What follows belongs to an exercise in optimizing a design on an open flow for small area; a production flow would make more cautious choices. Function was checked by simulation only, so behaviour that the tests miss may differ from the original. Power is estimated from default activity; no workload was simulated.

==> flow/design.v <==
module adder(
	input clk,
	input reset,
	input upd,
	input team,
	input [2:0] delta,
	output reg [3:0] h0, h1, h2,
	output reg [3:0] g0, g1, g2
);
reg ht, gt;
wire [3:0] n0, n1, n2;
wire nt;
bcd_step step(.d0(team ? g0 : h0), .d1(team ? g1 : h1), .h(team ? g2 : h2),
	.t(team ? gt : ht), .delta(delta),
	.n0(n0), .n1(n1), .nh(n2), .nt(nt));
always @(posedge clk or negedge reset)
	if (!reset) begin
		h0 <= 4'd0; h1 <= 4'd0; h2 <= 4'd0; ht <= 1'b0;
	end else if (upd && !team) begin
		h0 <= n0; h1 <= n1; h2 <= n2; ht <= nt;
	end
always @(posedge clk or negedge reset)
	if (!reset) begin
		g0 <= 4'd0; g1 <= 4'd0; g2 <= 4'd0; gt <= 1'b0;
	end else if (upd && team) begin
		g0 <= n0; g1 <= n1; g2 <= n2; gt <= nt;
	end
endmodule
module bcd_step(
	input [3:0] d0, d1, h,
	input t,
	input [2:0] delta,
	output reg [3:0] n0, n1, nh,
	output reg nt
);
	reg [4:0] t5;
	reg up, dn, c1;
	reg [3:0] r0;
	always @(*) begin
		t5 = {1'b0, d0} + {{2{delta[2]}}, delta};
		dn = t5[4];
		up = !t5[4] && t5[3] && (t5[2] || t5[1]);
		if (up) r0 = t5[3:0] - 4'd10;
		else if (dn) r0 = t5[3:0] + 4'd10;
		else r0 = t5[3:0];
		n0 = r0;
		n1 = d1; c1 = 1'b0;
		if (up) begin
			if (d1 == 4'd9) begin n1 = 4'd0; c1 = 1'b1; end else n1 = d1 + 4'd1;
		end else if (dn) begin
			if (d1 == 4'd0) begin n1 = 4'd9; c1 = 1'b1; end else n1 = d1 - 4'd1;
		end
		nh = h; nt = t;
		if (c1 && !delta[2]) begin
			if (h == 4'd9) begin
				if (t) nh = 4'd10; else begin nh = 4'd0; nt = 1'b1; end
			end else nh = h + 4'd1;
		end else if (c1 && delta[2]) begin
			if (h == 4'd0) begin nh = 4'd9; nt = 1'b0; end
			else if (h == 4'd10) nh = 4'd9;
			else nh = h - 4'd1;
		end
		if (dn && c1 && h == 4'd0 && !t) begin
			nt = 1'b1; nh = 4'd10; n1 = 4'd4; n0 = r0 - 4'd2;
		end else if (h == 4'd10 && ((n1 == 4'd4 && r0 >= 4'd8) || n1 == 4'd5)) begin
			nt = 1'b0; nh = 4'd0; n1 = 4'd0; n0 = (r0 >= 4'd8) ? r0 - 4'd8 : r0 + 4'd2;
		end
	end
endmodule
module timer(
	input clk,
	input reset,
	input tick,
	input p,
	output reg [3:0] s0,
	output reg [2:0] s1,
	output reg [3:0] min,
	output reg pa, pb
);
wire stop = min[3] && min[1] && !(pa && !pb);
wire zero = min == 4'd0 && s1 == 3'd0 && s0 == 4'd0;
always @(posedge clk or negedge reset)
	if (!reset) begin
		s0 <= 4'd0; s1 <= 3'd0; min <= 4'd10;
		pa <= 1'b1; pb <= 1'b0;
	end else if (tick && (p ^ stop)) begin
		if (!zero) begin
			if (s0 != 4'd0) s0 <= s0 - 4'd1;
			else begin
				s0 <= 4'd9;
				if (s1 != 3'd0) s1 <= s1 - 3'd1;
				else begin
					s1 <= 3'd5;
					min <= min - 4'd1;
				end
			end
		end else if (pa || pb) begin
			pa <= !pa && pb;
			pb <= pa ^ pb;
			min <= 4'd10;
		end
	end
endmodule
module datapath(
	input clk,
	input reset,
	input fire,
	input [3:0] key,
	input p,
	input tick,
	output [3:0] h0, h1, h2, g0, g1, g2,
	output [3:0] s0,
	output [2:0] s1,
	output [3:0] min,
	output pa, pb
);
	adder scores(.clk(clk), .reset(reset), .upd(fire), .team(key[3]), .delta(key[2:0]),
		.h0(h0), .h1(h1), .h2(h2), .g0(g0), .g1(g1), .g2(g2));
	timer timer(.clk(clk), .reset(reset), .tick(tick), .p(p),
		.s0(s0), .s1(s1), .min(min), .pa(pa), .pb(pb));
endmodule
module ps2scan(
	input clk,
	input reset,
	input ps2k_clk,
	input ps2k_data,
	output newcode,
	output [7:0] code
);
reg cs1, cs2, cs3;
reg ds1, ds2;
always @(posedge clk or negedge reset)
	if (!reset) {cs1, cs2, cs3} <= 3'b111;
	else        {cs1, cs2, cs3} <= {ps2k_clk, cs1, cs2};
always @(posedge clk) begin
	ds1 <= ps2k_data;
	ds2 <= ds1;
end
wire fall = cs3 & ~cs2;
wire d = ds2;
reg busy;
reg [9:0] sr;
always @(posedge clk or negedge reset)
	if (!reset) busy <= 1'b0;
	else if (fall) begin
		if (!busy) busy <= !d;
		else if (sr[0] && d) busy <= 1'b0;
	end
always @(posedge clk)
	if (!busy) sr <= 10'b10_0000_0000;
	else if (fall && !sr[0]) sr <= {d, sr[9:1]};
assign newcode = fall && busy && sr[0] && d;
assign code = sr[8:1];
endmodule
module receive(
	input [7:0] code,
	output reg [3:0] cls
);
	always @(*) begin
		case (code)
			8'h1c: cls = 4'b0001;  
			8'h1b: cls = 4'b0010;  
			8'h23: cls = 4'b0011;  
			8'h22: cls = 4'b0111;  
			8'h21: cls = 4'b0110;  
			8'h2a: cls = 4'b0101;  
			8'h3b: cls = 4'b1001;  
			8'h42: cls = 4'b1010;  
			8'h4b: cls = 4'b1011;  
			8'h32: cls = 4'b1111;  
			8'h31: cls = 4'b1110;  
			8'h3a: cls = 4'b1101;  
			8'h29: cls = 4'b1000;  
			default: cls = 4'b0000;
		endcase
	end
endmodule
module ps2_key(
	input clk,
	input reset,
	input ps2k_clk,
	input ps2k_data,
	output reg p,
	output fire,
	output [3:0] key
);
wire newcode;
wire [7:0] code;
ps2scan ps2scan(.clk(clk), .reset(reset), .ps2k_clk(ps2k_clk),
	.ps2k_data(ps2k_data), .newcode(newcode), .code(code));
wire [3:0] enc;
receive digits(.code(code), .cls(enc));
reg flag;
reg [3:0] cls;
wire prefix = (code == 8'hf0) || (code == 8'he0);
wire [3:0] ncls = flag ? 4'b0000 : enc;
wire wr = newcode && !prefix;
wire chg = wr && (ncls != cls);
always @(posedge clk or negedge reset)
	if (!reset) begin
		flag <= 1'b0;
		cls <= 4'b0000;
	end else if (newcode) begin
		if (prefix) flag <= 1'b1;
		else begin
			flag <= 1'b0;
			cls <= ncls;
		end
	end
function pause_of;
	input [3:0] c;
	pause_of = (c[2:0] != 3'b000) ? (c == 4'b1001) : !c[3];
endfunction
wire active = cls[2:0] != 3'b000;
always @(posedge clk or negedge reset)
	if (!reset) p <= 1'b0;
	else if (wr && pause_of(ncls) && !pause_of(cls)) p <= ~p;
localparam [8:0] CNT0 = 9'h1DC;
reg [8:0] cnt;
wire hit = (cnt == 9'h0FF);
always @(posedge clk)
	if (chg || !active) cnt <= CNT0;
	else cnt <= {cnt[7:0], ~(cnt[8] ^ cnt[4]) | hit};
assign fire = active && hit;
assign key = cls;
endmodule
module lcd(
	input clk,
	input reset,
	input sample,
	input fall,
	input [3:0] h2, h1, h0, g2, g1, g0,
	input [3:0] s0,
	input [2:0] s1,
	input [3:0] min,
	input pa, pb,
	output rs,
	output [7:0] dat
);
reg [4:0] state;
reg [3:0] snap, dig;
always @(posedge clk or negedge reset)
	if (!reset) state <= 5'd0;
	else if (fall) state <= (state == 5'd31) ? 5'd15 : state + 5'd1;
reg [3:0] sel;
always @(*) begin
	case (state)
		5'd15: sel = h2;
		5'd16: sel = h1;
		5'd17: sel = h0;
		5'd19: sel = {1'b0, !(pa || pb), pb, pa};
		5'd21: sel = {3'b000, min[3] && min[1]};
		5'd22: sel = min;
		5'd24: sel = {1'b0, s1};
		5'd25: sel = s0;
		5'd28: sel = g2;
		5'd29: sel = g1;
		5'd30: sel = g0;
		default: sel = g0;
	endcase
end
always @(posedge clk) begin
	if (sample) snap <= sel;
	if (fall) dig <= snap;
end
reg [8:0] b;
always @(*) begin
	case (state)
		5'd0:  b = 9'h000;
		5'd1:  b = 9'h038;
		5'd2:  b = 9'h00c;
		5'd3:  b = 9'h006;
		5'd4:  b = 9'h001;
		5'd5:  b = {1'b1, "H"};
		5'd6:  b = {1'b1, "O"};
		5'd7:  b = {1'b1, "M"};
		5'd8:  b = {1'b1, "E"};
		5'd9:  b = 9'h08b;
		5'd10: b = {1'b1, "G"};
		5'd11: b = {1'b1, "U"};
		5'd12: b = {1'b1, "E"};
		5'd13: b = {1'b1, "S"};
		5'd14: b = {1'b1, "T"};
		5'd15: b = 9'h0c0;
		5'd19: b = {1'b1, " "};
		5'd21: b = {1'b1, "-"};
		5'd24: b = {1'b1, ":"};
		5'd27: b = {1'b1, " "};
		5'd28: b = {1'b1, " "};
		default: b = {1'b1, 4'h3, dig[3] && !dig[1], dig[2], dig[1] && !dig[3], dig[0]};
	endcase
end
assign rs = b[8];
assign dat = b[7:0];
endmodule
module top(clk, rs, rw, en, dat, ps2k_clk, ps2k_data, reset);
 input clk, reset;
 input ps2k_clk, ps2k_data;
 output [7:0] dat;
 output rs, rw, en;
 reg [2:0] ph;
 reg clkr;
 reg [4:0] u;
 always @(posedge clk or negedge reset)
  if (!reset) begin
   ph <= 3'd0; clkr <= 1'b0; u <= 5'd0;
  end else begin
   ph <= ph + 3'd1;
   if (ph == 3'd7) begin
    clkr <= ~clkr;
    u <= (u == 5'd20) ? 5'd0 : {u[3:0], ~(u[4] ^ u[2])};
   end
  end
 wire tick = (u == 5'd5) && (ph == 3'd2);
 wire sample = (ph == 3'd5) && !clkr;
 wire fall = (ph == 3'd7) && clkr;
 wire p, fire;
 wire [3:0] key;
 ps2_key k(.clk(clk), .reset(reset), .ps2k_clk(ps2k_clk), .ps2k_data(ps2k_data),
  .p(p), .fire(fire), .key(key));
 wire [3:0] h0, h1, h2, g0, g1, g2, s0, min;
 wire [2:0] s1;
 wire pa, pb;
 datapath d(.clk(clk), .reset(reset), .fire(fire), .key(key), .p(p), .tick(tick),
  .h0(h0), .h1(h1), .h2(h2), .g0(g0), .g1(g1), .g2(g2),
  .s0(s0), .s1(s1), .min(min), .pa(pa), .pb(pb));
 lcd l(.clk(clk), .reset(reset), .sample(sample), .fall(fall),
  .h2(h2), .h1(h1), .h0(h0), .g2(g2), .g1(g1), .g0(g0),
  .s0(s0), .s1(s1), .min(min), .pa(pa), .pb(pb),
  .rs(rs), .dat(dat));
 assign en = clkr;
 assign rw = 1'b0;
endmodule
==> flow/flow/run.sh <==
#!/bin/bash
# Layout flow: the standard ORFS flow (standard.sh) with
#  - an area-oriented ABC script for the standard synthesis's logic mapping,
#    and no separate half/full-adder mapping (registers are mapped before
#    ABC runs, so they are the standard ones),
#  - small port buffers, and a clock tree without dummy loads.
# Each tool's output goes to a log file of its own in this folder.
set -euo pipefail
S=$PWD/scripts
rm -rf "$S"
cp -r "$FLOW_HOME/scripts" "$S"
cp flow/abc_area.script "$S/abc_area.script"
CTS="-sink_clustering_enable -repair_clock_nets -dont_use_dummy_load -buf_list sky130_fd_sc_hd__clkbuf_16 -sink_buffer_max_cap_derate 1.0"
bash standard.sh SCRIPTS_DIR="$S" ABC_AREA=1 ADDER_MAP_FILE= synth > synth.log 2>&1
bash standard.sh SCRIPTS_DIR="$S" ABC_AREA=1 ADDER_MAP_FILE= \
  BUFFER_PORTS_ARGS="-buffer_cell sky130_fd_sc_hd__buf_1" \
  CTS_ARGS="$CTS" finish > layout.log 2>&1
==> flow/flow/abc_area.script <==
strash
&get -n
&deepsyn -T 30
&put
dch -f
amap
topo
==> flow/standard.sh <==
#!/bin/bash
# synth_recipe.tcl (not shown) runs the flow's synth.tcl, then flattens the netlist and writes it again
# the make line also repeats each setting of config.mk as NAME=value (left out here)
make -C /OpenROAD-flow-scripts/flow DESIGN_CONFIG=/design/flow/config.mk WORK_HOME=/design/flow/orfs CLKGATE_MAP_FILE= SYNTH_SCRIPT=/design/flow/synth_recipe.tcl "${@:-finish}"
==> flow/config.mk <==
export PLATFORM = sky130hd
export DESIGN_NAME = top
export DESIGN_NICKNAME = top
export VERILOG_FILES = /design/flow/design.v
export SDC_FILE = /design/flow/constraint.sdc
export NUM_CORES = 4
export LEC_CHECK = 0
export CAP_MARGIN = 20
export CORE_MARGIN = 2
export CORE_UTILIZATION = 40
export SLEW_MARGIN = 20
==> flow/constraint.sdc <==
create_clock -name core_clock -period 10.0 [get_ports {clk}]
set_input_delay 2.0000 -clock core_clock [delete_from_list [all_inputs] [get_ports {clk}]]
set_output_delay 2.0000 -clock core_clock [all_outputs]
set_load 0.01 [all_outputs]
==> results.cfg, run 1 <==
[global_routing]
grt-ovfl-total = 0
grt_first_pass_wirelength_mm = 18.8
grt_max_degree = 64
grt_antenna_before_repair = 0
grt_pass1_vias = 3904
grt_usage_pct = 18.7

[sta]
rsz0062_at_grt = false
fin_crit_ns = 6.15
clock_skew_ns = 0.0181
final.setup.tns_ns = 0
slew_headroom_pct = 32.4
max_freq_mhz = 163
finalHoldViolCount = 0
layout_setup_ws_ns = 3.85
maxSlewViolCount = 0
period_share_pct = 61.5
worst_slew_pin_slew_ns = 1.00
setup_viol = 0

[clock_network]
cts_resized = 0
clk_pin_slew_ns = 0.06
insertion_delay_ns = 0.34
clock-sinks = 92
cts_setup_buffers = 0
cts.path.max_buffers = 2
postCtsHoldBufs = 0
cts-buffers-inserted = 9
root_buffer = clkbuf_16
cts_tree = done
h-tree-depth = 3

[finish]
num-nets-final = 593
layout-drive-gt1-share_pct = 3.24
most-common-layout-cells = nor2_1 (116), clkinv_1 (78), dfrtp_1 (57)
fin_util_pct = 44.7
syn_to_final_growth_pct = 10.2
n_antenna_cell = 0
final_common_cell = nor2_1

[die]
io_pins = 15
die_x_um = 111
core-area_sq_mm = 0.0113
fp.dieH_um = 111
die_area_sq_mm = 0.0123
start_util_pct = 40.5
rows = 39

[critical_path]
critPathMaxStageDelay_ns = 0.72
slowest_stage = dfrtp_1
crit_path_end_kind = flip-flop
cp-start-kind = flip-flop
required_ns = 10.22
worstPathMaxFanout = 20
cp_common_cell = nor2_1
arrival_ns = 6.37
crit_type = flip-flop to flip-flop

[detailed_routing]
drc = 0
dr.pass1.iters = 5
routedWlPerCell_um = 15.3
wirelength_mm = 11.1
drtIter0Drc = 303
viasPerCell = 5.60
via_count = 4091
drtAntennaViolNets = 0

[synthesis]
synth_ff_type = dfrtp_1
synth_area_leaders = dfrtp_1 (31%), nor2_1 (9.5%), dfxtp_1 (9.2%), clkinv_1 (6.4%), edfxtp_1 (5.2%)
synth-edff-count = 8
ys_seq_area_share_pct = 48.9
syn_inst = 563
synth_area_sq_mm = 0.00459
ys_async_sr_fraction_pct = 68.5
syn_nets = 567
synth.largest_area_cell = dfrtp_1
synth_top_area_share_pct = 31.1
synth_area_per_cell_sq_um = 8.15
synth_cell_types = 44
yosys_register_bits = 92
synth_warnings = 8

[run_status]
status = finished clean

[power]
peakVddDrop_mv = 0.132
power_mw = 0.920
p_leak_nw = 1.96
p_per_area_mw_per_mm2 = 182

[placement]
hpwlAfterDp_mm = 8.39
place_ws_ns = 3.97
place.gp.congestion = 0.872
port_buffers = 13

[hold_path]
hold_path_class = flip-flop to flip-flop

[flow_run]
drv_cap = 0
## power breakdown
| group | switching, mW | internal, mW |
|---|---|---|
| clock network | 0.126 | 0.158 |
| registers | 0.0330 | 0.422 |
| logic | 0.119 | 0.0619 |
| total | 0.278 | 0.642 |
## registers in the layout (all words and copies together), names as in the netlist, 3 cells and up
register,count
d.scores.g1,4
l.snap,4
d.scores.h0,4
d.timer.s0,4
d.scores.g2,4
d.scores.g0,4
k.cnt,9
l.dig,4
l.state,5
k.ps2scan.sr,10
d.scores.h1,4
d.timer.min,4
ph,3
d.timer.s1,3
d.scores.h2,4
u,5
k.cls,4
## logic make-up after synthesis
family | Yosys count | synth area share [%]
AOI/OAI and AO/OA | 159 | 22.5
buffers and inverters | 79 | 6.54
DFF | 92 | 48.9
other | 1 | 0.0817
and+or+nand+nor | 232 | 21.9
## layout make-up
cell class	instances	area, sq um
clock buffers	9	225
fillers	1118	6260
inverters	78	293
multi-input cells	392	2040
flip-flops and latches	92	2240
well taps	143	179
repair buffers	16	72.6
## critical path, delay by kind of cell, from the launching register on
family / cells / cell delay (ns)
AO/OA/AOI/OAI: 12 / 2.56
AND/OR/NAND/NOR: 16 / 1.88
buffers and inverters: 4 / 0.86
flip-flops: 1 / 0.72
## layer usage
layer  GRT usage, %  up-vias  wire [um]
li1               -     2049          -
met1           24.7     1890       5240
met2           30.0      126       5020
met3           4.16       26        570
met4           7.74        0        314
met5              0        -          0
## synthesized netlist by cell type, types with 2 or more instances
library cell,number
nor2b_1,4
or4_1,2
nand2_1,53
nand4_1,2
and3_1,2
a222oi_1,3
nor2_1,116
o221ai_1,4
o22a_1,13
o22ai_1,37
a22oi_1,4
a21oi_1,26
dfrtp_1,57
edfxtp_1,8
clkinv_1,78
o31ai_1,3
o21ai_0,41
dfxtp_1,21
a221oi_1,4
or3_1,4
nand3_1,4
a2111oi_0,4
a211oi_1,4
or2_0,16
nor4_1,6
a32o_1,2
dfstp_2,6
o211ai_1,2
a31oi_1,4
nor3_1,19
## path summary, 6_finish.rpt
check	startpoint	endpoint	slack [ns]	cells past startpoint
min in group asynchronous	reset	d.timer.s0[2]	1.81	2
setup reg to reg	k.cls[3]	d.scores.h2[3]	3.85	32
setup / recovery	k.cls[3]	d.scores.h2[3]	3.85	32
hold / removal	k.ps2scan.ds1	k.ps2scan.ds2	0.33	0
hold reg to reg	k.ps2scan.ds1	k.ps2scan.ds2	0.33	0
max in group asynchronous	reset	l.state[0]	7.64	2
## stage by stage
| stage | area [sq um] | std cells | hold WS, ns |
|---|---|---|---|
| 2_1_floorplan | 4590 | 563 | 0.310 |
| 3_3_place_gp | 4830 | 721 | 0.311 |
| 6_report | 5060 | 730 | 0.328 |
| 3_5_place_dp | 4830 | 721 | 0.316 |
| 4_1_cts | 5060 | 730 | 0.329 |
| 5_1_grt | 5060 | 730 | 0.355 |
==> run 2, diff against run 1 <==
--- a/flow/design.v
+++ b/flow/design.v
@@ -306,12 +306,10 @@
    ph <= 3'd0; clkr <= 1'b0; u <= 5'd0;
   end else begin
    ph <= ph + 3'd1;
-   if (ph == 3'd7) begin
-    clkr <= ~clkr;
-    u <= (u == 5'd20) ? 5'd0 : {u[3:0], ~(u[4] ^ u[2])};
-   end
+   if (ph == 3'd7) clkr <= ~clkr;
+   u <= {u[3:0], ~(u[4] ^ u[0]) ^ (u[2] & ~u[3])};
   end
- wire tick = (u == 5'd5) && (ph == 3'd2);
+ wire tick = (u == 5'd24) && (ph == 3'd2);
  wire sample = (ph == 3'd5) && !clkr;
  wire fall = (ph == 3'd7) && clkr;
  wire p, fire;
--- a/flow/flow/run.sh
+++ b/flow/flow/run.sh
@@ -10,7 +10,7 @@
 rm -rf "$S"
 cp -r "$FLOW_HOME/scripts" "$S"
 cp flow/abc_area.script "$S/abc_area.script"
-CTS="-sink_clustering_enable -repair_clock_nets -dont_use_dummy_load -buf_list sky130_fd_sc_hd__clkbuf_16 -sink_buffer_max_cap_derate 1.0"
+CTS="-sink_clustering_enable -repair_clock_nets -dont_use_dummy_load -buf_list sky130_fd_sc_hd__clkbuf_8"
 bash standard.sh SCRIPTS_DIR="$S" ABC_AREA=1 ADDER_MAP_FILE= synth > synth.log 2>&1
 bash standard.sh SCRIPTS_DIR="$S" ABC_AREA=1 ADDER_MAP_FILE= \
   BUFFER_PORTS_ARGS="-buffer_cell sky130_fd_sc_hd__buf_1" \
--- a/flow/config.mk
+++ b/flow/config.mk
@@ -5,7 +5,7 @@
 export SDC_FILE = /design/flow/constraint.sdc
 export NUM_CORES = 4
 export LEC_CHECK = 0
-export CAP_MARGIN = 20
+export CAP_MARGIN = 0
 export CORE_MARGIN = 2
 export CORE_UTILIZATION = 40
-export SLEW_MARGIN = 20
+export SLEW_MARGIN = 0
==> run 2 against run 1 <==
Flip-flop and latch count stayed put. Area after synthesis increased by 1.6%. Final area shrank 0.82%. Sequential power is 2% higher. Wire length shrank 1.1%. Critical path type unchanged. Global-route usage is 0.80 points lower. First-iteration DRC count rose by 5.3%. Sequential share of layout area up 0.37 points. Clock skew grew 0.0041 ns. Total power rose by 3.1%. Clock power decreased by 32%. Still clean. Clock-buffer cell count did not move.
==> results.cfg, run 2 <==
[placement]
hpwlAfterDp_mm = 8.38
place_ws_ns = 4.61
placed_area_sq_mm = 0.00489
port_buffers = 13
place.gp.congestion = 0.904

[synthesis]
synth.largest_area_cell = dfrtp_1
synth_warnings = 8
synth_xor_xnor_area_share_pct = 0
syn_inst = 572
synth_mux_area_share_pct = 0
synth_top_area_share_pct = 30.6
synth_top_family_by_area = compound AO/OA/AOI/OAI gates
synth_common_cells = clkinv_1 (97), nor2_1 (92), dfrtp_1 (57)
synth_area_per_cell_sq_um = 8.15
synth_ff_type = dfrtp_1
synth_area_sq_mm = 0.00466
ys_async_sr_fraction_pct = 68.5
synth-compound-area-share_pct = 23.8
synth-simple-area-share_pct = 20.0
ys_seq_area_share_pct = 48.1
yosys_register_bits = 92
yosysMostFrequentCell = clkinv_1
synth_area_leaders = dfrtp_1 (31%), dfxtp_1 (9.0%), clkinv_1 (7.8%), nor2_1 (7.4%), o22ai_1 (7.4%)
syn_nets = 576
synth_cell_types = 45
synth-adder-area-share_pct = 0
synth-edff-count = 8

[clock_network]
cts_resized = 0
h-tree-depth = 3
cts_setup_buffers = 0
cts-buffers-inserted = 9
cts_tree = done
postCtsHoldBufs = 0
cts.path.max_buffers = 2
root_buffer = clkbuf_8
clk_pin_slew_ns = 0.09
clock-sinks = 92
insertion_delay_ns = 0.36

[sta]
period_share_pct = 55.1
maxSlewViolCount = 0
finalHoldViolCount = 0
hold_slack_ns = 0.334
layout_setup_ws_ns = 4.49
clock_skew_ns = 0.0222
fin_crit_ns = 5.51
max_freq_mhz = 181
worst_slew_pin_slew_ns = 0.803
slew_headroom_pct = 46.4
final.setup.tns_ns = 0
setup_viol = 0
rsz0062_at_grt = false

[finish]
nFillCells = 1121
layout-drive-gt1-share_pct = 2.86
top_register = k.ps2scan.sr
num-nets-final = 600
most-common-layout-cells = clkinv_1 (97), nor2_1 (92), dfrtp_1 (57)
reg_top3 = k.ps2scan.sr: 10 flops, k.cnt: 9 flops
n_antenna_cell = 0
largest_reg_flops = 10
final_common_cell = clkinv_1
fin_area_sq_mm = 0.00502
syn_to_final_growth_pct = 7.57

[critical_path]
crit_start = k.cls[3]
crit_path_end_kind = flip-flop
arrival_ns = 5.71
worstPathMaxFanout = 18
r2r-start = k.cls[3]
crit_type = flip-flop to flip-flop
cp-start-kind = flip-flop
required_ns = 10.20

[global_routing]
grt_max_degree = 64
grt_first_pass_wirelength_mm = 18.4
grt-ovfl-total = 0
grt_antenna_before_repair = 0
grt_pass1_vias = 3772
grt_usage_pct = 17.9

[die]
die_area_sq_mm = 0.0125
rows = 39
core-area_sq_mm = 0.0114
io_pins = 15
die_x_um = 112
start_util_pct = 40.8
fp.dieH_um = 112

[run_status]
status = finished clean

[detailed_routing]
drtAntennaViolNets = 0
drc = 0
viasPerCell = 5.67
wirelength_mm = 11.0
dr.pass1.iters = 5
via_count = 4180
drtIter0Drc = 319
routedWlPerCell_um = 14.9

[hold_path]
hold_path_class = flip-flop to flip-flop
hold_start = k.ps2scan.ds1

[power]
p_leak_nw = 1.87
peakVddDrop_mv = 0.152
p_per_area_mw_per_mm2 = 189
power_mw = 0.949

[flow_run]
drv_cap = 0
[run 2: changes by cell type in the layout (fill, tap and decap cells not counted), moves of 10 or more]
| cell | change |
|---|---|
| nor2_1 | -24 |
| clkinv_1 | +19 |
| o22ai_1 | +18 |
| nand2_1 | -11 |
| nand3_1 | +11 |
| o22a_1 | -11 |
| o21ai_0 | -10 |
[run 2: final cells by class]
type / instances / area, sq um / share of cell area [%]
multi-input combinational: 382 / 2050 / 40.8
sequential: 92 / 2240 / 44.7
tap: 143 / 179 / 3.57
timing repair buffer: 14 / 57.6 / 1.15
inverter: 97 / 364 / 7.26
clock buffer: 9 / 124 / 2.47
[run 2: final timing paths]
| path | cells after the start | end | slack (ns) |
|---|---|---|---|
| max in group asynchronous | 2 | d.timer.s1[2] | 7.65 |
| max reg2reg | 25 | d.scores.h0[2] | 4.49 |
| min in group asynchronous | 2 | d.scores.g2[0] | 1.80 |
| min reg2reg | 0 | k.ps2scan.ds2 | 0.33 |
| max | 25 | d.scores.h0[2] | 4.49 |
| min | 0 | k.ps2scan.ds2 | 0.33 |
[run 2: critical path: stages, from the launching register on]
cell      delay (ns)
dfrtp_1         0.67
clkinv_1        0.49
nand2_1         0.23
o22ai_1         0.11
nor2_1          0.15
a21oi_1         0.08
o21ai_0         0.54
a21oi_1         0.18
o32ai_1         0.38
nand2_1         0.11
nor2_1          0.15
nand2_1         0.09
nand2_1         0.08
nor2_1          0.05
a21oi_1         0.18
nand4_1         0.17
clkinv_1        0.13
nor2_1          0.07
nor4b_1         0.38
o21ai_0         0.33
nor2_1          0.21
nor2_1          0.07
nor2_1          0.13
nor2_1          0.06
a21oi_1         0.17
o22ai_1         0.11
[run 2: cell families after synthesis]
logic type	after synthesis
other	1
buffers and inverters	98
AOI/OAI and AO/OA	173
and+or+nand+nor	208
DFF	92
[run 2: through the flow]
stage / utilization (%) / cells
CTS: 43.9 / 737
global route: 43.9 / 737
global placement: 42.8 / 728
detailed placement: 42.8 / 728
finish: 43.9 / 737
floorplan: - / 572
[run 2: power breakdown]
group / internal [mW] / switching, mW / total [mW]
clock: 0.0808 / 0.112 / 0.193
sequential: 0.424 / 0.0389 / 0.463
combinational: 0.0966 / 0.197 / 0.293
total: 0.601 / 0.348 / 0.949
[run 2: per-layer routing]
metal | vias to the layer above | share of wire, % | track usage (%)
li1 | 2105 | - | -
met4 | 0 | 1.3 | 4.72
met1 | 1932 | 46 | 24.4
met3 | 11 | 4.8 | 3.65
met2 | 132 | 47 | 29.5
met5 | - | 0 | 0
==> run 3, diff against run 2 <==
==> flow/flow/abc_area.script (replaced) <==
strash
&get -n
&deepsyn -T 150
&put
dch -f
amap
topo
--- a/flow/config.mk
+++ b/flow/config.mk
@@ -5,7 +5,7 @@
 export SDC_FILE = /design/flow/constraint.sdc
 export NUM_CORES = 4
 export LEC_CHECK = 0
-export CAP_MARGIN = 0
+export CAP_MARGIN = 20
 export CORE_MARGIN = 2
 export CORE_UTILIZATION = 40
-export SLEW_MARGIN = 0
+export SLEW_MARGIN = 20
==> run 3 against run 2 <==
Still clean. Hold slack did not move. Sequential power barely moved. Final cell count did not move. Clock skew did not move. Wire length did not move. Via count did not move. Register-to-register slack barely moved. Total power did not move. First-iteration DRC count did not move. Flip-flop and latch count did not move. Critical endpoint unchanged. Highest routed layer unchanged.
==> results.cfg, run 3 <==
[detailed_routing]
dr.pass1.iters = 5
routedWlPerCell_um = 14.9
viasPerCell = 5.67
drc = 0
wirelength_mm = 11.0
drtAntennaViolNets = 0
via_count = 4180
drtIter0Drc = 319

[run_status]
status = finished clean

[synthesis]
yosysMostFrequentCell = clkinv_1
synth_area_leaders = dfrtp_1 (31%), dfxtp_1 (9.0%), clkinv_1 (7.8%), nor2_1 (7.4%), o22ai_1 (7.4%)
synth_area_per_cell_sq_um = 8.15
syn_nets = 576
synth.largest_area_cell = dfrtp_1
ys_async_sr_fraction_pct = 68.5
synth-edff-count = 8
synth_cell_types = 45
synth_common_cells = clkinv_1 (97), nor2_1 (92), dfrtp_1 (57)
synth_area_sq_mm = 0.00466
ys_seq_area_share_pct = 48.1
synth_top_area_share_pct = 30.6
synth_ff_type = dfrtp_1
yosys_register_bits = 92
synth_warnings = 8
syn_inst = 572

[finish]
regArea_sq_mm = 0.00224
final_common_cell = clkinv_1
final-instance-count-excl-fill = 737
top_register = k.ps2scan.sr
most-common-layout-cells = clkinv_1 (97), nor2_1 (92), dfrtp_1 (57)
layout-drive-gt1-share_pct = 2.86
reg_top3 = k.ps2scan.sr: 10 flops, k.cnt: 9 flops
syn_to_final_growth_pct = 7.57
num-nets-final = 600
nFillCells = 1121
largest_reg_flops = 10
n_antenna_cell = 0
fin_area_sq_mm = 0.00502
multiInputGateArea_sq_mm = 0.00205

[critical_path]
reg2reg_slack_ns = 4.49
required_ns = 10.20
cp_common_cell = nor2_1
crit_type = flip-flop to flip-flop
critPathMaxStageDelay_ns = 0.67
cp-start-kind = flip-flop
critPathTopFamily = compound AO/OA/AOI/OAI gates
crit_path_end_kind = flip-flop
worstPathMaxFanout = 18
arrival_ns = 5.71
slowest_stage = dfrtp_1
path_buf_inv = 2

[clock_network]
cts_resized = 0
cts.path.max_buffers = 2
root_buffer = clkbuf_8
clk_pin_slew_ns = 0.09
cts-buffers-inserted = 9
clock-sinks = 92
cts_setup_buffers = 0
h-tree-depth = 3
insertion_delay_ns = 0.36
postCtsHoldBufs = 0
cts_tree = done

[placement]
dpl.cell_count = 728
hpwlAfterDp_mm = 8.38
port_buffers = 13
place.gp.congestion = 0.904
placed_area_sq_mm = 0.00489

[power]
peakVddDrop_mv = 0.152
p_per_area_mw_per_mm2 = 189
p_leak_nw = 1.87

[die]
fp.dieH_um = 112
start_util_pct = 40.8
rows = 39
die_area_sq_mm = 0.0125
core-area_sq_mm = 0.0114
die_x_um = 112
io_pins = 15

[sta]
finalHoldViolCount = 0
setup_viol = 0
clock_skew_ns = 0.0222
period_share_pct = 55.1
slew_headroom_pct = 46.4
max_freq_mhz = 181
worst_slew_pin_slew_ns = 0.803
maxSlewViolCount = 0
rsz0062_at_grt = false
final.setup.tns_ns = 0
fin_crit_ns = 5.51

[global_routing]
grt_first_pass_wirelength_mm = 18.4
grt_max_degree = 64
grt_usage_pct = 17.9
grt_pass1_vias = 3772
grt-ovfl-total = 0
grt_antenna_before_repair = 0

[flow_run]
drv_cap = 0

[hold_path]
hold_path_class = flip-flop to flip-flop
## run 3: cell counts after synthesis
No cell type changed its count.
## run 3: layer usage
layer / wire, um / up-vias / global-route usage (%)
li1: - / 2105 / -
met1: 5120 / 1932 / 24.4
met2: 5220 / 132 / 29.5
met3: 530 / 11 / 3.65
met4: 144 / 0 / 4.72
met5: 0 / - / 0
## run 3: worst paths after layout
kind,startpoint,endpoint,cells past startpoint
worst max-delay path,k.cls[3],d.scores.h0[2],25
max in group asynchronous,reset,d.timer.s1[2],2
min in group asynchronous,reset,d.scores.g2[0],2
worst max register to register,k.cls[3],d.scores.h0[2],25
worst min-delay path,k.ps2scan.ds1,k.ps2scan.ds2,0
worst min register to register,k.ps2scan.ds1,k.ps2scan.ds2,0
## run 3: final cells by class
| cell class | count | area share [%] |
|---|---|---|
| clock buffers | 9 | 2.47 |
| inverters | 97 | 7.26 |
| multi-input cells | 382 | 40.8 |
| flip-flops and latches | 92 | 44.7 |
| well taps | 143 | 3.57 |
| repair buffers | 14 | 1.15 |
## run 3: cells by family after synthesis
group,Yosys count,synth area share [%]
compound gates,173,23.8
buf+inv,98,7.97
flops,92,48.1
other cells,1,0.0804
simple gates,208,20.0
## run 3: through the flow
step / hold WS [ns] / util [%] / worst slack, ns / power, mW
4_1_cts: 0.339 / 43.9 / 4.53 / 0.957
3_3_place_gp: 0.314 / 42.8 / 4.85 / 0.757
6_report: 0.334 / 43.9 / 4.49 / 0.949
5_1_grt: 0.351 / 43.9 / 3.79 / 1.02
3_5_place_dp: 0.319 / 42.8 / 4.61 / 0.761
2_1_floorplan: 0.310 / - / 5.45 / 0.685
## run 3: power breakdown
part | internal (mW) | switching, mW
registers | 0.424 | 0.0389
logic | 0.0966 | 0.197
clock network | 0.0808 | 0.112
==> run 4, diff against run 3 <==
--- a/flow/design.v
+++ b/flow/design.v
@@ -130,8 +130,9 @@
 reg cs1, cs2, cs3;
 reg ds1, ds2;
 always @(posedge clk or negedge reset)
-	if (!reset) {cs1, cs2, cs3} <= 3'b111;
-	else        {cs1, cs2, cs3} <= {ps2k_clk, cs1, cs2};
+	if (!reset) {cs1, cs2} <= 2'b11;
+	else        {cs1, cs2} <= {ps2k_clk, cs1};
+always @(posedge clk) cs3 <= cs2;
 always @(posedge clk) begin
 	ds1 <= ps2k_data;
 	ds2 <= ds1;
@@ -306,10 +307,12 @@
    ph <= 3'd0; clkr <= 1'b0; u <= 5'd0;
   end else begin
    ph <= ph + 3'd1;
-   if (ph == 3'd7) clkr <= ~clkr;
-   u <= {u[3:0], ~(u[4] ^ u[0]) ^ (u[2] & ~u[3])};
+   if (ph == 3'd7) begin
+    clkr <= ~clkr;
+    u <= (u == 5'd20) ? 5'd0 : {u[3:0], ~(u[4] ^ u[2])};
+   end
   end
- wire tick = (u == 5'd24) && (ph == 3'd2);
+ wire tick = (u == 5'd5) && (ph == 3'd2);
  wire sample = (ph == 3'd5) && !clkr;
  wire fall = (ph == 3'd7) && clkr;
  wire p, fire;
==> flow/flow/run.sh (replaced) <==
#!/bin/bash
# Layout flow: the standard ORFS flow (standard.sh) with
#  - an area-oriented logic mapping in the standard synthesis: ABC runs with
#    several seeds and the smallest result is kept (abc_best.tcl), and there
#    is no separate half/full-adder mapping (registers are mapped before ABC
#    runs, so they are the standard ones),
#  - small port buffers, and a clock tree without dummy loads.
# Each tool's output goes to a log file of its own in this folder.
set -euo pipefail
S=$PWD/scripts
rm -rf "$S"
cp -r "$FLOW_HOME/scripts" "$S"
cp flow/abc_best.tcl "$S/abc_best.tcl"
python3 - "$S/synth.tcl" <<'PY'
import sys
p = sys.argv[1]
s = open(p).read()
old = "  log_cmd abc {*}$abc_args\n"
assert s.count(old) == 1
s = s.replace(old, "  source $::env(SCRIPTS_DIR)/abc_best.tcl\n")
open(p, "w").write(s)
PY
CTS="-sink_clustering_enable -repair_clock_nets -dont_use_dummy_load -buf_list sky130_fd_sc_hd__clkbuf_8"
bash standard.sh SCRIPTS_DIR="$S" ABC_AREA=1 ADDER_MAP_FILE= synth > synth.log 2>&1
bash standard.sh SCRIPTS_DIR="$S" ABC_AREA=1 ADDER_MAP_FILE= \
  BUFFER_PORTS_ARGS="-buffer_cell sky130_fd_sc_hd__buf_1" \
  CTS_ARGS="$CTS" finish > layout.log 2>&1
==> flow/flow/abc_best.tcl (new file) <==
# Logic mapping: run ABC several times with an area-oriented script and
# different random seeds, and keep the mapping with the smallest cell area.
# Registers are mapped before this step and are left as they are.
design -save pre_abc
set best_area 1e18
set best_seed -1
foreach seed {1 2 3 4 5} {
  design -load pre_abc
  set script $::env(OBJECTS_DIR)/abc_seed$seed.script
  set f [open $script w]
  puts $f "strash\n&get -n\n&deepsyn -T 40 -S $seed\n&put\ndch -f\namap\ntopo"
  close $f
  set args $abc_args
  lset args [expr {[lsearch -exact $args -script] + 1}] $script
  log_cmd abc {*}$args
  tee -q -o $::env(OBJECTS_DIR)/abc_seed$seed.stat stat {*}$lib_args
  set fh [open $::env(OBJECTS_DIR)/abc_seed$seed.stat r]
  set area 1e18
  foreach line [split [read $fh] "\n"] {
    if {[regexp {Chip area for (?:top )?module '\\top': ([0-9.]+)} $line -> a]} { set area $a }
  }
  close $fh
  puts "abc seed $seed: area $area"
  if {$area < $best_area} {
    set best_area $area
    set best_seed $seed
    design -save best_abc
  }
}
design -load best_abc
puts "abc: kept seed $best_seed, area $best_area"
removed: flow/flow/abc_area.script
==> run 4 against run 3 <==
Still clean on timing, DRC and antenna. Via count decreased by 1.7%. Worst setup slack improved by 0.043 ns. Non-clock buffer count increased by 2. Final area decreased by 1.7%. Register-to-register slack improved by 0.04 ns. Final cell count decreased by 1.2%. Combinational power decreased by 47%. Clock power about the same. Area after synthesis decreased by 2.1%. Global-route usage increased by 0.97 points. Sequential share of layout area increased by 0.63 points. Critical path type unchanged. Highest routed layer unchanged.
==> results.cfg, run 4 <==
[run_status]
status = finished clean

[clock_network]
insertion_delay_ns = 0.37
h-tree-depth = 3
cts-buffers-inserted = 9
root_buffer = clkbuf_8
cts.path.max_buffers = 2
postCtsHoldBufs = 0
cts_setup_buffers = 0
clock-sinks = 92
cts_resized = 0
cts_tree = done
clk_pin_slew_ns = 0.09

[placement]
hpwlAfterDp_mm = 8.25
place.gp.congestion = 0.917
placed_area_sq_mm = 0.00481
port_buffers = 13

[hold_path]
whs_endpoint = k.ps2scan.ds2
hold_start = k.ps2scan.ds1
hold_path_class = flip-flop to flip-flop
hold_path_depth = 0

[detailed_routing]
drc = 0
wirelength_mm = 11.0
via_count = 4107
routedWlPerCell_um = 15.1
viasPerCell = 5.64
drtAntennaViolNets = 0
drtIter0Drc = 336
dr.pass1.iters = 5

[global_routing]
grt_antenna_before_repair = 0
grt_max_degree = 63
grt_usage_pct = 18.9
grt-ovfl-total = 0
grt_first_pass_wirelength_mm = 19.0
grt_pass1_vias = 3975

[sta]
finalHoldViolCount = 0
period_share_pct = 54.7
maxSlewViolCount = 0
slew_headroom_pct = 44.9
fin_crit_ns = 5.47
final.setup.tns_ns = 0
worst_slew_pin_slew_ns = 0.820
rsz0062_at_grt = false
max_freq_mhz = 183
clock_skew_ns = 0.0270
setup_viol = 0

[finish]
n_antenna_cell = 0
layout-drive-gt1-share_pct = 3.08
final_common_cell = nor2_1
num-nets-final = 591
most-common-layout-cells = nor2_1 (95), clkinv_1 (94), o22ai_1 (58)
regArea_sq_mm = 0.00224
nFillCells = 1136
fin_area_sq_mm = 0.00493
reg_top3 = k.ps2scan.sr: 10 flops, k.cnt: 9 flops
syn_to_final_growth_pct = 8.06
largest_reg_flops = 10
multiInputGateArea_sq_mm = 0.00197
top_register = k.ps2scan.sr

[critical_path]
r2r_end = d.scores.h2[1]
crit_path_end_kind = flip-flop
reg2reg_slack_ns = 4.53
crit_start = k.cls[3]
ff2ff_path_depth = 22
worstPathMaxFanout = 18
required_ns = 10.22
r2r-start = k.cls[3]
crit_type = flip-flop to flip-flop
arrival_ns = 5.69
cp-start-kind = flip-flop

[synthesis]
yosys_register_bits = 92
synth-edff-count = 8
synth_warnings = 8
ys_async_sr_fraction_pct = 67.4
synth_area_sq_mm = 0.00456
syn_inst = 561
synth_ff_type = dfrtp_1
synth_area_per_cell_sq_um = 8.14
synth.largest_area_cell = dfrtp_1
synth_cell_types = 43
syn_nets = 565
ys_seq_area_share_pct = 49.0
synth_common_cells = nor2_1 (95), clkinv_1 (94), o22ai_1 (58)
synth_area_leaders = dfrtp_1 (31%), dfxtp_1 (9.6%), o22ai_1 (7.9%), nor2_1 (7.8%), clkinv_1 (7.7%)
synth_top_area_share_pct = 31.3
yosysMostFrequentCell = nor2_1

[power]
p_leak_nw = 1.88
peakVddDrop_mv = 0.124
p_per_area_mw_per_mm2 = 164

[die]
rows = 39
core-area_sq_mm = 0.0113
start_util_pct = 40.5
fp.dieH_um = 111
die_x_um = 111
io_pins = 15
die_area_sq_mm = 0.0123

[flow_run]
drv_cap = 0
==> run 4: layer usage <==
layer  global-route usage (%)  vias to the layer above  routed length [um]
li1                         -                     2045                   -
met1                     25.3                     1921                5180
met2                     29.9                      117                5030
met3                     3.77                       24                 493
met4                     8.33                        0                 279
met5                        0                        -                   0
==> run 4: kinds of logic after synthesis <==
group	Yosys count	share of synthesized area, %
and+or+nand+nor	194	18.2
AOI/OAI and AO/OA	179	24.8
buffers and inverters	95	7.89
DFF	92	49.0
other	1	0.0822
==> run 4: area by class of cell <==
class	count	area share [%]
multi-input combinational	374	39.9
timing repair buffer	16	1.47
clock buffer	9	2.51
sequential	92	45.4
tap	143	3.63
inverter	94	7.15
==> run 4: through the flow <==
| step | worst slack [ns] | std cells | hold WS, ns | total power [mW] | util [%] |
|---|---|---|---|---|---|
| floorplan | 5.46 | 561 | 0.310 | 0.575 | - |
| global placement | 4.93 | 719 | 0.317 | 0.612 | 42.7 |
| detailed placement | 4.61 | 719 | 0.318 | 0.616 | 42.7 |
| CTS | 4.60 | 728 | 0.341 | 0.810 | 43.8 |
| global route | 4.01 | 728 | 0.356 | 0.862 | 43.8 |
| finish | 4.53 | 728 | 0.338 | 0.806 | 43.8 |
==> run 4: worst max-delay path by stage <==
stage,end,slack [ns],cells past startpoint
after floorplan,d.scores.h2[1],5.46,24
after global placement,d.scores.g2[1],4.93,24
after detailed placement,d.scores.h2[1],4.61,22
after CTS,d.scores.h2[1],4.60,22
after global routing,d.scores.h2[1],4.01,24
final,d.scores.h2[1],4.53,22
==> run 4: worst max-delay path, cell delays in order, from the launching register on <==
cell	delay (ns)
dfrtp_1	0.71
clkinv_1	0.59
o221ai_1	0.47
o21ai_0	0.17
nor2_1	0.15
a21oi_1	0.07
nor2_1	0.26
a21oi_1	0.14
a22oi_1	0.24
o211ai_1	0.16
o21ai_0	0.23
nand2_1	0.09
nor2_1	0.14
o221ai_1	0.22
clkinv_1	0.10
nand3_1	0.13
or3_1	0.40
o21ai_0	0.12
nor3_1	0.09
o31a_1	0.30
o2111a_1	0.25
nor3_1	0.20
o22ai_1	0.10
==> run 4: where the power goes <==
part           switching (mW)  internal, mW
clock                   0.116        0.0807
combinational          0.0999        0.0559
sequential             0.0341         0.420
==> run 5, diff against run 4 <==
--- a/flow/design.v
+++ b/flow/design.v
@@ -127,18 +127,15 @@
 	output newcode,
 	output [7:0] code
 );
-reg cs1, cs2, cs3;
-reg ds1, ds2;
+reg cs1, cs2;
+reg ds1;
 always @(posedge clk or negedge reset)
 	if (!reset) {cs1, cs2} <= 2'b11;
 	else        {cs1, cs2} <= {ps2k_clk, cs1};
-always @(posedge clk) cs3 <= cs2;
-always @(posedge clk) begin
+always @(posedge clk)
 	ds1 <= ps2k_data;
-	ds2 <= ds1;
-end
-wire fall = cs3 & ~cs2;
-wire d = ds2;
+wire fall = cs2 & ~cs1;
+wire d = ds1;
 reg busy;
 reg [9:0] sr;
 always @(posedge clk or negedge reset)
@@ -312,8 +309,8 @@
     u <= (u == 5'd20) ? 5'd0 : {u[3:0], ~(u[4] ^ u[2])};
    end
   end
- wire tick = (u == 5'd5) && (ph == 3'd2);
- wire sample = (ph == 3'd5) && !clkr;
+ wire tick = (u == 5'd5) && (ph == 3'd1);
+ wire sample = (ph == 3'd4) && !clkr;
  wire fall = (ph == 3'd7) && clkr;
  wire p, fire;
  wire [3:0] key;
--- a/flow/flow/abc_best.tcl
+++ b/flow/flow/abc_best.tcl
@@ -4,11 +4,11 @@
 design -save pre_abc
 set best_area 1e18
 set best_seed -1
-foreach seed {1 2 3 4 5} {
+foreach seed {1 2 3 4 5 6 7 8} {
   design -load pre_abc
   set script $::env(OBJECTS_DIR)/abc_seed$seed.script
   set f [open $script w]
-  puts $f "strash\n&get -n\n&deepsyn -T 40 -S $seed\n&put\ndch -f\namap\ntopo"
+  puts $f "strash\n&get -n\n&deepsyn -T 30 -S $seed\n&put\ndch -f\namap\ntopo"
   close $f
   set args $abc_args
   lset args [expr {[lsearch -exact $args -script] + 1}] $script
==> run 5 against run 4 <==
Sequential power is essentially flat. Synthesized cell count shrank 0.71%. Wire length is essentially flat. Largest power group unchanged.
==> results.cfg, run 5 <==
[clock_network]
postCtsHoldBufs = 0
cts.path.max_buffers = 2
cts_tree = done
clock-sinks = 90
cts_resized = 0
cts-buffers-inserted = 9
h-tree-depth = 3
clk_pin_slew_ns = 0.08
root_buffer = clkbuf_8
insertion_delay_ns = 0.38
cts_setup_buffers = 0

[power]
combinationalPowerShare_pct = 30.0
clock_power_share_pct = 21.2
p_int_mw = 0.592
power_frac_seq_pct = 48.8
p_per_area_mw_per_mm2 = 189
p_leak_nw = 1.86
power_mw = 0.926
netSwitchingPower_mw = 0.334
p_sw_share_pct = 36.1
peakVddDrop_mv = 0.157

[detailed_routing]
dr.pass1.iters = 6
via_count = 4159
drtIter0Drc = 309
drc = 0
wirelength_mm = 11.0
routedWlPerCell_um = 15.3
viasPerCell = 5.78
drtAntennaViolNets = 0

[synthesis]
synth_cell_types = 41
synth_common_cells = clkinv_1 (94), nor2_1 (91), dfrtp_1 (57)
synth_top_area_share_pct = 31.3
synth_warnings = 8
synth_area_leaders = dfrtp_1 (31%), dfxtp_1 (8.8%), clkinv_1 (7.7%), o22ai_1 (7.7%), nor2_1 (7.5%)
syn_nets = 561
synth-edff-count = 8
synth.largest_area_cell = dfrtp_1
synth_ff_type = dfrtp_1
ys_async_sr_fraction_pct = 68.9
yosysMostFrequentCell = clkinv_1
ys_seq_area_share_pct = 48.2
synth_area_per_cell_sq_um = 8.19
synth_area_sq_mm = 0.00456
yosys_register_bits = 90
syn_inst = 557

[sta]
setup_viol = 0
final.setup.tns_ns = 0
worst_slew_pin_slew_ns = 1.00
finalHoldViolCount = 0
max_freq_mhz = 162
hold_slack_ns = 0.367
maxSlewViolCount = 0
period_share_pct = 61.8
slew_headroom_pct = 32.3
layout_setup_ws_ns = 3.82
fin_crit_ns = 6.18
clock_skew_ns = 0.0291
rsz0062_at_grt = false

[hold_path]
hold_path_class = flip-flop to flip-flop
hold_path_depth = 0
whs_endpoint = k.ps2scan.cs2
hold_start = k.ps2scan.cs1

[placement]
port_buffers = 13
hpwlAfterDp_mm = 8.18
place.gp.congestion = 0.903
place_ws_ns = 3.87

[global_routing]
grt_max_degree = 63
grt_first_pass_wirelength_mm = 19.0
grt_antenna_before_repair = 0
grt-ovfl-total = 0
grt_usage_pct = 19.0
grt_pass1_vias = 3910

[finish]
final_common_cell = clkinv_1
most-common-layout-cells = clkinv_1 (94), nor2_1 (91), dfrtp_1 (57)
num-nets-final = 585
n_antenna_cell = 0
nFillCells = 1077
reg_top3 = k.ps2scan.sr: 10 flops, k.cnt: 9 flops
regArea_sq_mm = 0.00220
syn_to_final_growth_pct = 7.65
multiInputGateArea_sq_mm = 0.00200
top_register = k.ps2scan.sr
layout-drive-gt1-share_pct = 2.76
largest_reg_flops = 10

[die]
die_x_um = 111
core-area_sq_mm = 0.0110
start_util_pct = 41.5
io_pins = 15
die_area_sq_mm = 0.0123
rows = 38
fp.dieH_um = 111

[critical_path]
cp-start-kind = flip-flop
arrival_ns = 6.40
crit_path_end_kind = flip-flop
slowest_stage = dfrtp_1
required_ns = 10.23
cp_common_cell = nor2_1
crit_start = k.cls[3]
ff2ff_path_depth = 29
crit_type = flip-flop to flip-flop
worstPathMaxFanout = 20
r2r-start = k.cls[3]
critPathMaxStageDelay_ns = 0.69
r2r_end = d.scores.h0[2]
reg2reg_slack_ns = 3.82

[run_status]
status = finished clean

[flow_run]
drv_cap = 0
## run 5: cell types whose count changed after synthesis, sizes merged, moves of 4 or more
| cell | before | now |
|---|---|---|
| a21oi | 37 | 33 |
| nor2 | 95 | 91 |
| a32oi | 4 | 0 |
| o21a | 4 | 8 |
| nand2 | 48 | 38 |
| or4 | 0 | 6 |
| a222oi | 1 | 5 |
| a221oi | 3 | 9 |
| a211oi | 6 | 2 |
## run 5: cell type report
type	count	area share, %
Multi-Input combinational cell	372	40.8
Sequential cell	90	44.8
Tap cell	140	3.57
Clock buffer	9	2.52
Inverter	94	7.19
Timing Repair Buffer	14	1.17
## run 5: cell families (layout without fill, tap and decap cells)
kind of cell	count (synthesis)	count (layout)	synth area share (%)
compound gates	178	178	24.7
buf+inv	95	117	7.90
flops	90	90	48.2
other cells	1	1	0.0822
simple gates	193	193	19.1
## run 5: worst max-delay path: cells and delay by family (launching register included)
kind | cells | cell delay, ns
and+or+nand+nor | 12 | 1.97
AOI/OAI and AO/OA | 13 | 2.44
DFF | 1 | 0.69
buffers and inverters | 4 | 0.95
## run 5: power by group through the flow
stage	Sequential (mW)	Clock, mW	Combinational (mW)
5_1_grt	0.462	0.218	0.323
4_1_cts	0.453	0.203	0.277
6_report	0.452	0.196	0.278
3_3_place_gp	0.458	0	0.269
3_5_place_dp	0.460	0	0.276
2_1_floorplan	0.449	0	0.217
## run 5: through the flow
| step | area, sq um | util [%] | instances |
|---|---|---|---|
| 2_1_floorplan | 4560 | - | 557 |
| 3_3_place_gp | 4790 | 43.6 | 710 |
| 3_5_place_dp | 4790 | 43.6 | 710 |
| 4_1_cts | 4910 | 44.7 | 719 |
| 5_1_grt | 4910 | 44.7 | 719 |
| 6_report | 4910 | 44.7 | 719 |
## run 5: layer usage
metal	GRT usage, %	part of all wire [%]
met2	28.3	45
met5	0	0
met3	4.26	6.1
met4	8.08	2.3
met1	26.7	47
## run 5: worst max path at each step
| stage | endpoint | slack, ns | depth (start not counted) |
|---|---|---|---|
| finish | d.scores.h0[2] | 3.82 | 29 |
| global route | d.scores.g0[2] | 2.92 | 29 |
| CTS | d.scores.h0[2] | 3.85 | 29 |
| detailed placement | d.scores.h0[2] | 3.87 | 29 |
| global placement | d.scores.g0[2] | 4.27 | 29 |
| floorplan | d.scores.g0[2] | 4.95 | 29 |
==> run 6, diff against run 5 <==
--- a/flow/design.v
+++ b/flow/design.v
@@ -236,24 +236,25 @@
 	output [7:0] dat
 );
 reg [4:0] state;
+localparam [4:0] S0 = 5'd10, S15 = 5'd25, S31 = 5'd9;
 reg [3:0] snap, dig;
 always @(posedge clk or negedge reset)
-	if (!reset) state <= 5'd0;
-	else if (fall) state <= (state == 5'd31) ? 5'd15 : state + 5'd1;
+	if (!reset) state <= S0;
+	else if (fall) state <= (state == S31) ? S15 : state + 5'd1;
 reg [3:0] sel;
 always @(*) begin
 	case (state)
-		5'd15: sel = h2;
-		5'd16: sel = h1;
-		5'd17: sel = h0;
-		5'd19: sel = {1'b0, !(pa || pb), pb, pa};
-		5'd21: sel = {3'b000, min[3] && min[1]};
-		5'd22: sel = min;
-		5'd24: sel = {1'b0, s1};
-		5'd25: sel = s0;
-		5'd28: sel = g2;
-		5'd29: sel = g1;
-		5'd30: sel = g0;
+		5'd25: sel = h2;
+		5'd26: sel = h1;
+		5'd27: sel = h0;
+		5'd29: sel = {1'b0, !(pa || pb), pb, pa};
+		5'd31: sel = {3'b000, min[3] && min[1]};
+		5'd0: sel = min;
+		5'd2: sel = {1'b0, s1};
+		5'd3: sel = s0;
+		5'd6: sel = g2;
+		5'd7: sel = g1;
+		5'd8: sel = g0;
 		default: sel = g0;
 	endcase
 end
@@ -264,27 +265,27 @@
 reg [8:0] b;
 always @(*) begin
 	case (state)
-		5'd0:  b = 9'h000;
-		5'd1:  b = 9'h038;
-		5'd2:  b = 9'h00c;
-		5'd3:  b = 9'h006;
-		5'd4:  b = 9'h001;
-		5'd5:  b = {1'b1, "H"};
-		5'd6:  b = {1'b1, "O"};
-		5'd7:  b = {1'b1, "M"};
-		5'd8:  b = {1'b1, "E"};
-		5'd9:  b = 9'h08b;
-		5'd10: b = {1'b1, "G"};
-		5'd11: b = {1'b1, "U"};
-		5'd12: b = {1'b1, "E"};
-		5'd13: b = {1'b1, "S"};
-		5'd14: b = {1'b1, "T"};
-		5'd15: b = 9'h0c0;
-		5'd19: b = {1'b1, " "};
-		5'd21: b = {1'b1, "-"};
-		5'd24: b = {1'b1, ":"};
-		5'd27: b = {1'b1, " "};
-		5'd28: b = {1'b1, " "};
+		5'd10:  b = 9'h000;
+		5'd11:  b = 9'h038;
+		5'd12:  b = 9'h00c;
+		5'd13:  b = 9'h006;
+		5'd14:  b = 9'h001;
+		5'd15:  b = {1'b1, "H"};
+		5'd16:  b = {1'b1, "O"};
+		5'd17:  b = {1'b1, "M"};
+		5'd18:  b = {1'b1, "E"};
+		5'd19:  b = 9'h08b;
+		5'd20: b = {1'b1, "G"};
+		5'd21: b = {1'b1, "U"};
+		5'd22: b = {1'b1, "E"};
+		5'd23: b = {1'b1, "S"};
+		5'd24: b = {1'b1, "T"};
+		5'd25: b = 9'h0c0;
+		5'd29: b = {1'b1, " "};
+		5'd31: b = {1'b1, "-"};
+		5'd2: b = {1'b1, ":"};
+		5'd5: b = {1'b1, " "};
+		5'd6: b = {1'b1, " "};
 		default: b = {1'b1, 4'h3, dig[3] && !dig[1], dig[2], dig[1] && !dig[3], dig[0]};
 	endcase
 end
--- a/flow/flow/abc_best.tcl
+++ b/flow/flow/abc_best.tcl
@@ -8,7 +8,7 @@
   design -load pre_abc
   set script $::env(OBJECTS_DIR)/abc_seed$seed.script
   set f [open $script w]
-  puts $f "strash\n&get -n\n&deepsyn -T 30 -S $seed\n&put\ndch -f\namap\ntopo"
+  puts $f "strash\n&get -n\n&deepsyn -T 40 -S $seed\n&put\ndch -f\namap\ntopo"
   close $f
   set args $abc_args
   lset args [expr {[lsearch -exact $args -script] + 1}] $script
==> run 6 against run 5 <==
Still clean on timing, DRC and antenna. First-iteration DRC count stayed put. Non-clock buffer count stayed put. Hold slack better by 0.0028 ns. Core utilization hardly changed. Clock-buffer cell count stayed put. Sequential power hardly changed. Area after synthesis fell by 0.52%. Total power fell by 1.6%. Critical path depth is 2 lower. Synthesized cell count fell by 1.1%. Critical path type unchanged. Highest routed layer unchanged.
==> results.cfg, run 6 <==
[detailed_routing]
wirelength_mm = 11.4
drc = 0
via_count = 4091
dr.pass1.iters = 6
drtIter0Drc = 309
drtAntennaViolNets = 0
viasPerCell = 5.74
routedWlPerCell_um = 16.0

[synthesis]
synth_mux_area_share_pct = 0
synth_common_cells = nor2_1 (98), clkinv_1 (84), dfrtp_1 (55)
synth_area_leaders = dfrtp_1 (30%), dfxtp_1 (8.8%), nor2_1 (8.1%), clkinv_1 (6.9%), o22ai_1 (6.3%)
synth_cell_types = 42
ys_async_sr_fraction_pct = 68.9
synth_top_family_by_area = compound AO/OA/AOI/OAI gates
synth_warnings = 8
syn_inst = 551
synth_area_per_cell_sq_um = 8.23
synth_xor_xnor_area_share_pct = 0
ys_seq_area_share_pct = 48.5
synth-compound-area-share_pct = 25.2
synth-edff-count = 8
syn_nets = 555
synth_ff_type = dfrtp_1
yosysMostFrequentCell = nor2_1
synth-adder-area-share_pct = 0
yosys_register_bits = 90
synth-simple-area-share_pct = 19.1
synth_area_sq_mm = 0.00454
synth.largest_area_cell = dfrtp_1
synth_top_area_share_pct = 30.3

[sta]
fin_crit_ns = 6.01
worst_slew_pin_slew_ns = 0.918
max_freq_mhz = 166
hold_slack_ns = 0.370
setup_viol = 0
finalHoldViolCount = 0
clock_skew_ns = 0.0244
final.setup.tns_ns = 0
rsz0062_at_grt = false
slew_headroom_pct = 38.2
maxSlewViolCount = 0
period_share_pct = 60.1

[power]
netSwitchingPower_mw = 0.323
p_int_mw = 0.587
p_leak_nw = 1.83
peakVddDrop_mv = 0.144
combinationalPowerShare_pct = 29.1
power_frac_seq_pct = 49.4
p_sw_share_pct = 35.5
p_per_area_mw_per_mm2 = 186
power_mw = 0.911
clock_power_share_pct = 21.5

[clock_network]
clock-sinks = 90
cts.path.max_buffers = 2
clk_pin_slew_ns = 0.09
cts-buffers-inserted = 9
h-tree-depth = 3
postCtsHoldBufs = 0
cts_tree = done
root_buffer = clkbuf_8
cts_setup_buffers = 0
cts_resized = 0
insertion_delay_ns = 0.37

[critical_path]
cp_common_cell = o21ai_0
required_ns = 10.27
worstPathMaxFanout = 17
critPathMaxStageDelay_ns = 0.71
cp-start-kind = flip-flop
crit_type = flip-flop to flip-flop
crit_path_end_kind = flip-flop
slowest_stage = dfrtp_1
arrival_ns = 6.29

[global_routing]
grt_usage_pct = 19.0
grt_max_degree = 38
grt_pass1_vias = 3896
grt-ovfl-total = 0
gr-max-usage-layer = met2
grtUsageMet2_pct = 31.0
grt_first_pass_wirelength_mm = 19.1
use_met1_pct = 25.4
grtUsageMet3_pct = 4.56
grt_antenna_before_repair = 0

[finish]
top_register = k.ps2scan.sr
final_common_cell = nor2_1
n_antenna_cell = 0
reg_top3 = k.ps2scan.sr: 10 flops, k.cnt: 9 flops
layout-drive-gt1-share_pct = 3.32
syn_to_final_growth_pct = 7.80
num-nets-final = 579
largest_reg_flops = 10
most-common-layout-cells = nor2_1 (98), clkinv_1 (84), dfrtp_1 (55)

[placement]
port_buffers = 13
hpwlAfterDp_mm = 8.49
place.gp.congestion = 0.927

[die]
fp.dieH_um = 111
die_area_sq_mm = 0.0122
core-area_sq_mm = 0.0109
start_util_pct = 41.5
die_x_um = 111
io_pins = 15
rows = 38

[flow_run]
drv_cap = 0

[run_status]
status = finished clean

[hold_path]
hold_path_class = flip-flop to flip-flop
-- run 6: changes by cell type after synthesis, moves of 4 or more --
cell      change
clkinv_1     -10
o22ai_1      -10
nor2_1        +7
nand2_1       +6
nand3_1       -6
nor4_1        +4
-- run 6: power groups by stage --
stage / Sequential (mW) / Combinational, mW / Clock, mW
after floorplan: 0.446 / 0.205 / 0
after global placement: 0.456 / 0.255 / 0
after detailed placement: 0.457 / 0.261 / 0
after CTS: 0.450 / 0.263 / 0.202
after global routing: 0.456 / 0.301 / 0.215
final: 0.450 / 0.265 / 0.196
-- run 6: kinds of logic (layout without fill, tap and decap cells) --
group,Yosys count,after routing
AND/OR/NAND/NOR,198,198
AO/OA/AOI/OAI,177,177
flip-flops,90,90
buffers and inverters,85,107
other,1,1
-- run 6: path summary, 6_finish.rpt --
path	cells past startpoint	from	slack (ns)	endpoint
worst max register to register	27	k.cls[3]	3.99	d.scores.h2[3]
max in group asynchronous	2	reset	7.44	u[1]
min in group asynchronous	1	reset	1.64	d.scores.h1[1]
worst min register to register	0	k.ps2scan.cs1	0.37	k.ps2scan.cs2
worst min-delay path	0	k.ps2scan.cs1	0.37	k.ps2scan.cs2
worst max-delay path	27	k.cls[3]	3.99	d.scores.h2[3]
-- run 6: metal layers --
| layer | up-vias | share of wire [%] |
|---|---|---|
| met1 | 1910 | 45 |
| li1 | 2021 | - |
| met4 | 0 | 1.4 |
| met3 | 17 | 6.8 |
| met2 | 143 | 46 |
| met5 | - | 0 |
-- run 6: final cells by class --
type,count,area (sq um)
Clock buffer,9,124
Fill cell,1114,6040
Inverter,84,315
Multi-Input combinational cell,376,2020
Sequential cell,90,2200
Tap cell,140,175
Timing Repair Buffer,14,57.6
-- run 6: critical path, delay by kind of cell, from the launching register on --
kind,cells,cell delay [ns]
compound gates,14,2.89
buf+inv,3,0.82
flops,1,0.71
simple gates,10,1.48
-- run 6: per-stage QoR --
stage / area (sq um) / worst slack, ns / cells / utilization [%]
6_report: 4890 / 3.99 / 713 / 44.7
5_1_grt: 4890 / 3.27 / 713 / 44.7
4_1_cts: 4890 / 4.17 / 713 / 44.7
3_5_place_dp: 4770 / 4.20 / 704 / 43.6
3_3_place_gp: 4760 / 4.68 / 704 / 43.5
2_1_floorplan: 4540 / 5.33 / 551 / -

[port drivers added, routing unchanged]
In the flow no input, the clock included, has a driving cell. The finished layouts below were timed again as built, in two steps.
Step 1 sets driving cells, clkbuf_16 on the clock port and buf_2 on the other inputs (assumed; they add their load-dependent delay and slew).
Step 2 adds t to the input delays and takes it off the output delays; t is the mean of the earliest and latest rising clock arrival at the registers after step 1. Input paths then give back, and output paths get back, about the clock's delay inside the block.
a / b / c = ideal / step 1 / step 2; a / b = the first two.
| run | t, ns | setup slack, ns | cell pins on the clock port's net |
|---|---|---|---|
| run 1 | 0.373 | 3.851 / 3.851 / 3.851 | 1 |
| run 2 | 0.378 | 4.490 / 4.490 / 4.490 | 1 |
| run 3 | 0.378 | 4.490 / 4.490 / 4.490 | 1 |
| run 4 | 0.392 | 4.533 / 4.533 / 4.533 | 1 |
| run 5 | 0.400 | 3.822 / 3.822 / 3.822 | 1 |
| run 6 | 0.390 | 3.988 / 3.988 / 3.988 | 1 |
After both steps every run listed still meets setup and hold.
